Background: an optimization exercise with open tools, aiming at small area. Do not read the settings as production practice. In this exercise RTL edits were held to simulation tests only and were not proved equivalent to the original. Power and IR drop assume default switching activity.

// pcie_irq
module pcie_irq
(
   input            Clk_i,
   input            Rstn_i,
   input            MsixStructSChipSelect_i,
   input   [13:0]   MsixStructSAddress_i,
   input   [3:0]    MsixStructSByteEnable_i,
   input            MsixStructSRead_i,
   output  [31:0]   MsixStructSReadData_o,
   input            MsixStructSWrite_i,
   input   [31:0]   MsixStructSWriteData_i,
   output           MsixStructSWaitRequest_o,
   output           MsixMWrite_o,
   output  [63:0]   MsixMAddress_o,
   output  [31:0]   MsixMWriteData_o,
   output  [3:0]    MsixMByteEnable_o,
   input            MsixMWaitRequest_i,
   input   [31:0]   Irq_i,
   input   [81:0]   MsiIntfc_i,
   input   [15:0]   MsixIntfc_i,
   output           IntxReq_o,
   input            IrqRead_i,
   output  [31:0]   IrqReadData_o,
  input    [31:0]   MaskWritedata_i,
  input             MaskRead_i,
  input             MaskWrite_i,
  input    [3:0]    MaskByteenable_i,
  output   [31:0]   MaskReaddata_o,
  output            MaskWaitrequest_o
);
Size: ~3,400 cells after synthesis, ~1,300 flip-flops, roughly 430 I/O pins.
clock: 10.0 ns
lec_check: 0
cap_margin: 20
core_margin: 2
core_utilization: 40
cts_cluster_diameter: 100
cts_cluster_size: 30
slew_margin: 20
run.sh (not shown) runs the stock make flow with config.mk's settings and CLKGATE_MAP_FILE= SYNTH_SCRIPT=/design/flow/synth_recipe.tcl, a recipe that flattens the netlist after the stock synthesis.
The baseline completed without violations.
==> next run, changes <==
CTS_CLUSTER_DIAMETER = default   (was 100)
CTS_CLUSTER_SIZE = default   (was 30)
=> The changed run completed with no timing, DRC or antenna violations. Total power came out higher by about 20%. Via count came out higher by about 2.6%. Design area came out higher by about 5.5%. Combinational power is about the same. Flip-flop and latch count does not change. Final cell count came out higher by about 3%. Hold slack loses 0.032 ns. Worst setup slack gains 0.030 ns. Clock power came out higher by 86%. Wire length came out higher by about 1.6%. Fmax came out higher by about 0.3%.

Another version of the RTL of pcie_irq (not shown whole).
Size in the first run: ~2500 cells after synthesis, about 1300 flip-flops, roughly 430 I/O pins, roughly 37000 µm² of cells after synthesis.
==> flow/config.mk <==
export PLATFORM = sky130hd
export DESIGN_NAME = pcie_irq
export DESIGN_NICKNAME = pcie_irq
export VERILOG_FILES = /design/flow/design.v
export SDC_FILE = /design/flow/constraint.sdc
export NUM_CORES = 4
export LEC_CHECK = 0
export CAP_MARGIN = 20
export CORE_MARGIN = 2
export CORE_UTILIZATION = 40
export SLEW_MARGIN = 20
export SYNTH_HIERARCHICAL = 1
==> flow/constraint.sdc <==
create_clock -name core_clock -period 10.0 [get_ports {Clk_i}]
set_input_delay 2.0000 -clock core_clock [delete_from_list [all_inputs] [get_ports {Clk_i}]]
set_output_delay 2.0000 -clock core_clock [all_outputs]
set_load 0.01 [all_outputs]
standard.sh (not shown) runs the stock make flow with config.mk's settings and CLKGATE_MAP_FILE= SYNTH_SCRIPT=/design/flow/synth_recipe.tcl, a recipe that flattens the netlist after the stock synthesis.
==> flow/flow/run.sh <==
#!/bin/bash
set -euo pipefail
export BUFFER_PORTS_ARGS="-buffer_cell sky130_fd_sc_hd__buf_1"
export CTS_ARGS="-sink_clustering_enable -repair_clock_nets -sink_clustering_size 16 -sink_clustering_max_diameter 80 -buf_list sky130_fd_sc_hd__clkbuf_8 -dont_use_dummy_load"
bash standard.sh > standard_flow.log 2>&1
The starting point passed the timing, design-rule and antenna checks.
Then changed:
==> flow/flow/run.sh (replaced) <==
#!/bin/bash
set -euo pipefail
export BUFFER_PORTS_ARGS="-buffer_cell sky130_fd_sc_hd__buf_1"
export CTS_ARGS="-sink_clustering_enable -repair_clock_nets -sink_clustering_size 10 -sink_clustering_max_diameter 60 -buf_list sky130_fd_sc_hd__clkbuf_4 -dont_use_dummy_load"
bash standard.sh > standard_flow.log 2>&1
The new run ran to the end with no violations.
Worst hold slack improves by 0.057 ns.
Worst setup slack improves by 0.012 ns.
Clock-buffer cell count increases by 58.

before:
pcie_irq, a different RTL version from the one above (not shown whole).
For scale: roughly 3100 cells after synthesis, roughly 1300 flip-flops, about 430 I/O pins, roughly 0.040 sq mm of cells after synthesis.
## pcie_irq
module pcie_irq
(
   input            Clk_i,
   input            Rstn_i,
   input            MsixStructSChipSelect_i,
   input   [13:0]   MsixStructSAddress_i,
   input   [3:0]    MsixStructSByteEnable_i,
   input            MsixStructSRead_i,
   output  [31:0]   MsixStructSReadData_o,
   input            MsixStructSWrite_i,
   input   [31:0]   MsixStructSWriteData_i,
   output           MsixStructSWaitRequest_o,
   output           MsixMWrite_o,
   output  [63:0]   MsixMAddress_o,
   output  [31:0]   MsixMWriteData_o,
   output  [3:0]    MsixMByteEnable_o,
   input            MsixMWaitRequest_i,
   input   [31:0]   Irq_i,
   input   [81:0]   MsiIntfc_i,
   input   [15:0]   MsixIntfc_i,
   output           IntxReq_o,
   input            IrqRead_i,
   output  [31:0]   IrqReadData_o,
  input    [31:0]   MaskWritedata_i,
  input             MaskRead_i,
  input             MaskWrite_i,
  input    [3:0]    MaskByteenable_i,
  output   [31:0]   MaskReaddata_o,
  output            MaskWaitrequest_o
);
reg  [31:0] ena_state;
always @(posedge Clk_i or negedge Rstn_i)
  if (!Rstn_i)
    ena_state <= 32'hF;
  else if (MaskWrite_i)
    ena_state <= MaskWritedata_i;
wire [31:0] irq_masked = Irq_i & ena_state;
assign MaskReaddata_o    = ena_state;
  ...
Settings: LEC_CHECK=0, CAP_MARGIN=20, CORE_MARGIN=2, CORE_UTILIZATION=55, PLACE_DENSITY=0.7, SLEW_MARGIN=20; clock period 10.0 ns.
==> flow/flow/run.sh <==
#!/bin/bash
set -euo pipefail
export BUFFER_PORTS_ARGS="-buffer_cell sky130_fd_sc_hd__buf_1"
export CTS_ARGS="-sink_clustering_enable -repair_clock_nets -sink_clustering_size 10 -sink_clustering_max_diameter 60 -buf_list sky130_fd_sc_hd__clkbuf_4 -dont_use_dummy_load"
bash standard.sh > standard_flow.log 2>&1
before: flow completed, timing, DRC and antenna clean
Modified inputs, after compared to before
- CORE_UTILIZATION now 40, was 55
- PLACE_DENSITY no longer set, was 0.7
- CTS_CLUSTER_SIZE now 24, previously not set
- CTS_CLUSTER_DIAMETER now 100, previously not set
==> flow/flow/run.sh <==
#!/bin/bash
set -euo pipefail
export BUFFER_PORTS_ARGS="-buffer_cell sky130_fd_sc_hd__buf_1"
bash standard.sh > standard_flow.log 2>&1
- The flow did not stop early for after: all stages ran, and the layout cleared the timing, design-rule and antenna checks.
- after vs. before: peak supply drop saw an increase; post-layout minimum cycle time now sits higher; final area increased about 2.5%; sequential share of layout area shows a reduction of 1.6 points; post-detailed-routing wire length saw an increase.
- Delta (after minus before): worst max-slew margin expressed relative to the limit now larger, count of buffers not belonging to the clock network in the layout now larger, detailed route wirelength on metal3 now smaller, arithmetic-cell share of the synthesized area counting full adders, half adders and majority gates comparable.
- Of the two values seen for timing endpoint of the critical path, MsixMAddress_o[15] was produced by before and MsixMAddress_o[60] by after.

## run 1
Starting RTL as in the previous note.
Settings: LEC_CHECK=0, CAP_MARGIN=0, CORE_MARGIN=2, CORE_UTILIZATION=40, SLEW_MARGIN=0; clock period 10.0 ns.
==> flow/flow/run.sh <==
#!/bin/bash
set -euo pipefail
export BUFFER_PORTS_ARGS="-buffer_cell sky130_fd_sc_hd__buf_1"
export CTS_ARGS="-sink_clustering_enable -repair_clock_nets -sink_clustering_size 10 -sink_clustering_max_diameter 60 -buf_list sky130_fd_sc_hd__clkbuf_4 -dont_use_dummy_load"
bash standard.sh > standard_flow.log 2>&1
In summary, run 1 completed successfully, with a layout that passed the timing, design-rule and antenna checks.
diff inputs: run 1 => run 2
Settings: swapping 0 for 20 in SLEW_MARGIN; swapping 0 for 20 in CAP_MARGIN; swapping 40 for 60 in CORE_UTILIZATION; putting CTS_CLUSTER_SIZE at 24 where nothing was set; putting CTS_CLUSTER_DIAMETER at 100 where nothing was set.
==> flow/flow/run.sh <==
#!/bin/bash
set -euo pipefail
export BUFFER_PORTS_ARGS="-buffer_cell sky130_fd_sc_hd__buf_1"
bash standard.sh > standard_flow.log 2>&1
## What came out
- Relative to run 1, the post-route fraction of the period consumed by the critical path of run 2 is higher by 0.30 points.
- From run 1 to run 2 the numbers moved as follows: synthesis-to-layout area growth saw little to no change, worst setup slack after layout saw a decrease.
## Diff of input files: run 3 against run 2
Settings: CORE_UTILIZATION now 40, was 60; CTS_CLUSTER_DIAMETER no longer set, was 100; CTS_CLUSTER_SIZE no longer set, was 24.
--- a/flow/flow/run.sh
+++ b/flow/flow/run.sh
@@ -3,2 +3,3 @@
 export BUFFER_PORTS_ARGS="-buffer_cell sky130_fd_sc_hd__buf_1"
+export CTS_ARGS="-sink_clustering_enable -repair_clock_nets -sink_clustering_size 10 -sink_clustering_max_diameter 60 -buf_list sky130_fd_sc_hd__clkbuf_4 -dont_use_dummy_load"
 bash standard.sh > standard_flow.log 2>&1
--- outcome ---
- Going from run 2 to run 3, antenna diode count higher; met1 track demand over resource lower; non-clock buffer count higher.
- The flow did not stop early for run 3: all stages ran, and the layout cleared the timing, design-rule and antenna checks.
[inputs] run 4 vs run 3
==> flow/flow/run.sh <==
#!/bin/bash
set -euo pipefail
export BUFFER_PORTS_ARGS="-buffer_cell sky130_fd_sc_hd__buf_1"
export CTS_ARGS="-sink_clustering_enable -repair_clock_nets -sink_clustering_size 16 -sink_clustering_max_diameter 80 -buf_list sky130_fd_sc_hd__clkbuf_8 -dont_use_dummy_load"
bash standard.sh > standard_flow.log 2>&1
### Flow results
| met3 usage in global routing | run 4 vs run 3 | 0.92 points lower |
Both conditions hold for run 4: the flow ran to the end and the final layout passed the timing, design-rule and antenna checks.
On run 4: sequential share of layout area is 0.22 points lower than what run 3 gave.
Diff run 3..run 4 | synthesized cell count | unchanged
There was hardly any difference in largest stage delay on the critical path between run 4 and run 3.
[inputs] run 5 vs run 4
==> flow/flow/run.sh <==
#!/bin/bash
set -euo pipefail
export BUFFER_PORTS_ARGS="-buffer_cell sky130_fd_sc_hd__buf_1"
export CTS_ARGS="-sink_clustering_enable -repair_clock_nets -sink_clustering_size 10 -sink_clustering_max_diameter 60 -buf_list sky130_fd_sc_hd__clkbuf_4 -dont_use_dummy_load"
bash standard.sh > standard_flow.log 2>&1
Findings:
Status: maximum number of pins on one net before global-route repair parity (run 4, run 5). Routed wire length, run 5 vs run 4: up slightly. [diff] global-route wire length before repair, run 5 relative to run 4: regression. Re average footprint of a synthesized cell: no difference whatsoever between run 4 and run 5. For fraction of area in multi-input gates, run 4 and run 5 come out practically identical. Run 5 vs. run 4: worst slack on hold paths shrank by 0.033 ns; part of the power in combinational logic grew by 0.3 points; power density relative to cell area shrank by 0.84%.

RTL: one of the versions met above, not the one the previous note started from.
Size: ~1300 flip-flops, roughly 430 I/O pins, about 0.043 mm² of cells after synthesis.
==> flow/design.v (excerpt) <==
module pcie_irq
(
   input            Clk_i,
   input            Rstn_i,
   input            MsixStructSChipSelect_i,
   input   [13:0]   MsixStructSAddress_i,
   input   [3:0]    MsixStructSByteEnable_i,
   input            MsixStructSRead_i,
   output  [31:0]   MsixStructSReadData_o,
   input            MsixStructSWrite_i,
   input   [31:0]   MsixStructSWriteData_i,
   output           MsixStructSWaitRequest_o,
   output           MsixMWrite_o,
   output  [63:0]   MsixMAddress_o,
   output  [31:0]   MsixMWriteData_o,
   output  [3:0]    MsixMByteEnable_o,
   input            MsixMWaitRequest_i,
   input   [31:0]   Irq_i,
   input   [81:0]   MsiIntfc_i,
   input   [15:0]   MsixIntfc_i,
   output           IntxReq_o,
   input            IrqRead_i,
   output  [31:0]   IrqReadData_o,
  input    [31:0]   MaskWritedata_i,
  input             MaskRead_i,
  input             MaskWrite_i,
  input    [3:0]    MaskByteenable_i,
  output   [31:0]   MaskReaddata_o,
  output            MaskWaitrequest_o
);
clock: 10.0 ns
lec_check: 0
cap_margin: 20
core_margin: 2
core_utilization: 40
cts_cluster_diameter: 100
cts_cluster_size: 24
slew_margin: 20
run.sh (not shown) runs the stock make flow with config.mk's settings and CLKGATE_MAP_FILE= SYNTH_SCRIPT=/design/flow/synth_recipe.tcl, a recipe that flattens the netlist after the stock synthesis.
Stock flow here: none of the scripts above is used.
The first run produced a clean layout.
==> next run, changes <==
==> flow/flow/run.sh (new file) <==
#!/bin/bash
set -euo pipefail
export BUFFER_PORTS_ARGS="-buffer_cell sky130_fd_sc_hd__buf_1"
bash standard.sh > standard_flow.log 2>&1
==> flow/standard.sh (new file) <==
#!/bin/bash
# synth_recipe.tcl (not shown) runs the flow's synth.tcl, then flattens the netlist and writes it again
# the make line also repeats each setting of config.mk as NAME=value (left out here)
make -C /OpenROAD-flow-scripts/flow DESIGN_CONFIG=/design/flow/config.mk WORK_HOME=/design/flow/orfs CLKGATE_MAP_FILE= SYNTH_SCRIPT=/design/flow/synth_recipe.tcl "${@:-finish}"
removed: flow/run.sh
Result: Sequential cell count is unchanged. Sequential power barely changes. Clock power hardly moves. Count of clock-buffer cells in the layout grows by 5. Core utilization came out lower by 2.3 points. Fmax came out higher by 5.3%. Total power came out lower by 1.0%. Setup slack improves by 0.48 ns. Critical path depth rose by 1.

RTL: one of the versions met above, not the one the previous note started from.
Size: about 3100 cells after synthesis, roughly 1300 flip-flops, ~430 I/O pins, roughly 40000 um^2 of cells after synthesis.
## pcie_irq
module pcie_irq
(
   input            Clk_i,
   input            Rstn_i,
   input            MsixStructSChipSelect_i,
   input   [13:0]   MsixStructSAddress_i,
   input   [3:0]    MsixStructSByteEnable_i,
   input            MsixStructSRead_i,
   output  [31:0]   MsixStructSReadData_o,
   input            MsixStructSWrite_i,
   input   [31:0]   MsixStructSWriteData_i,
   output           MsixStructSWaitRequest_o,
   output           MsixMWrite_o,
   output  [63:0]   MsixMAddress_o,
   output  [31:0]   MsixMWriteData_o,
   output  [3:0]    MsixMByteEnable_o,
   input            MsixMWaitRequest_i,
   input   [31:0]   Irq_i,
   input   [81:0]   MsiIntfc_i,
   input   [15:0]   MsixIntfc_i,
   output           IntxReq_o,
   input            IrqRead_i,
   output  [31:0]   IrqReadData_o,
  input    [31:0]   MaskWritedata_i,
  input             MaskRead_i,
  input             MaskWrite_i,
  input    [3:0]    MaskByteenable_i,
  output   [31:0]   MaskReaddata_o,
  output            MaskWaitrequest_o
);
clock: 10.0 ns
lec_check: 0
cap_margin: 20
core_margin: 2
core_utilization: 40
slew_margin: 20
standard.sh (not shown) runs the stock make flow with config.mk's settings and CLKGATE_MAP_FILE= SYNTH_SCRIPT=/design/flow/synth_recipe.tcl, a recipe that flattens the netlist after the stock synthesis.
==> flow/flow/run.sh <==
#!/bin/bash
set -euo pipefail
export BUFFER_PORTS_ARGS="-buffer_cell sky130_fd_sc_hd__buf_1"
export CTS_ARGS="-sink_clustering_enable -repair_clock_nets -sink_clustering_size 24 -sink_clustering_max_diameter 100 -dont_use_dummy_load"
bash standard.sh > standard_flow.log 2>&1
Rerun with:
==> flow/flow/run.sh (replaced) <==
#!/bin/bash
set -euo pipefail
export BUFFER_PORTS_ARGS="-buffer_cell sky130_fd_sc_hd__buf_1"
bash standard.sh > standard_flow.log 2>&1
CTS_BUF_LIST = sky130_fd_sc_hd__clkbuf_8   (was not set)
CTS_CLUSTER_DIAMETER = 80   (was not set)
CTS_CLUSTER_SIZE = 16   (was not set)
Result:
- fmax hardly moves
- combinational power hardly moves
- setup slack hardly moves
- area after synthesis stays the same
- sequential power barely changes
- total power drops slightly

== north ==
Another version of the RTL of pcie_irq (not shown whole).
For scale: about 2600 cells after synthesis, ~1300 flip-flops, ~0.036 mm² of cells after synthesis.
export LEC_CHECK = 0
export CAP_MARGIN = 20
export CORE_MARGIN = 2
export CORE_UTILIZATION = 40
export SLEW_MARGIN = 20
export SYNTH_HIERARCHICAL = 1
create_clock -name core_clock -period 10.0 [get_ports {Clk_i}]
==> flow/flow/run.sh <==
#!/bin/bash
set -euo pipefail
export BUFFER_PORTS_ARGS="-buffer_cell sky130_fd_sc_hd__buf_1"
export CTS_ARGS="-sink_clustering_enable -repair_clock_nets -sink_clustering_size 10 -sink_clustering_max_diameter 60 -buf_list sky130_fd_sc_hd__clkbuf_4 -dont_use_dummy_load"
bash standard.sh > standard_flow.log 2>&1
Modified inputs, south compared to north
- swapping 40 for 60 in CORE_UTILIZATION
- putting PLACE_DENSITY at 0.75 where nothing was set
Notes after the runs:
- Summary of south over north: standard cell core area decreased by about 34% relative to the old numbers; number of gates resized after cts flat; multi-input gate share of total cell area moved up; number of signal-net buffers in the layout moved down; hold slack shrank by 0.0048 ns.
- Fraction of layout cells with a size suffix above 1: higher on north

-- afterwards: timing with drivers on the ports --
The flow's constraints put no driver on any port. The routed layouts listed below were extracted and timed again, unchanged, in two steps. Step 1 assumes that a clkbuf_16 drives the clock port and a buf_2 every other input. Step 2 moves the port delays by t, midway between the first and last clock arrival at a register: inputs arrive t later, outputs are due t later. That takes back most of the time a late clock gives input paths. Three values: ideal, step 1, step 2; two values: the first two.
| run | t, ns | setup WS [ns] | hold WS [ns] | worst setup path after step 2 |
|---|---|---|---|---|
| the first run of note 1 | 0.731 | 0.579 / 0.507 / 1.238 | 0.338 / 0.338 / 0.338 | register to output |
| the second run of note 1 | 0.773 | 0.609 / 0.533 / 1.306 | 0.305 / 0.305 / 0.305 | register to output |
| the first run of note 2 | 0.758 | 3.626 / 3.597 / 3.597 | 0.220 / 0.220 / 0.220 | input to output |
| the second run of note 2 | 1.033 | 3.639 / 3.610 / 3.610 | 0.277 / 0.277 / 0.277 | input to output |
| before | 1.046 | 4.336 / 4.302 / 4.302 | 0.293 / 0.293 / 0.293 | input to output |
| after | 0.739 | 4.226 / 4.179 / 4.179 | 0.292 / 0.292 / 0.292 | input to output |
| run 1 | 1.041 | 4.224 / 4.177 / 4.177 | 0.249 / 0.249 / 0.249 | input to output |
| run 2 | 0.724 | 4.194 / 4.169 / 4.169 | 0.297 / 0.297 / 0.297 | input to output |
| run 3 | 1.041 | 4.224 / 4.177 / 4.177 | 0.249 / 0.249 / 0.249 | input to output |
| run 4 | 0.764 | 4.228 / 4.180 / 4.180 | 0.282 / 0.282 / 0.282 | input to output |
| run 5 | 1.041 | 4.224 / 4.177 / 4.177 | 0.249 / 0.249 / 0.249 | input to output |
| the first run of note 5 | 0.746 | 0.577 / 0.504 / 1.250 | 0.327 / 0.327 / 0.327 | register to output |
| the second run of note 5 | 0.772 | 1.055 / 0.976 / 1.748 | 0.325 / 0.325 / 0.325 | register to output |
| the first run of note 6 | 0.721 | 4.227 / 4.180 / 4.180 | 0.266 / 0.266 / 0.266 | input to output |
| the second run of note 6 | 0.803 | 4.225 / 4.178 / 4.178 | 0.321 / 0.321 / 0.321 | input to output |
| north | 1.052 | 3.818 / 3.809 / 3.809 | 0.264 / 0.264 / 0.264 | input to output |
| south | 1.089 | 3.670 / 3.670 / 3.670 | 0.259 / 0.259 / 0.259 | register to register |
After both steps every run listed still meets setup and hold. For run 4, which loses most, drivers alone change the setup slack by -0.048 ns; drivers and shift together by -0.048 ns.
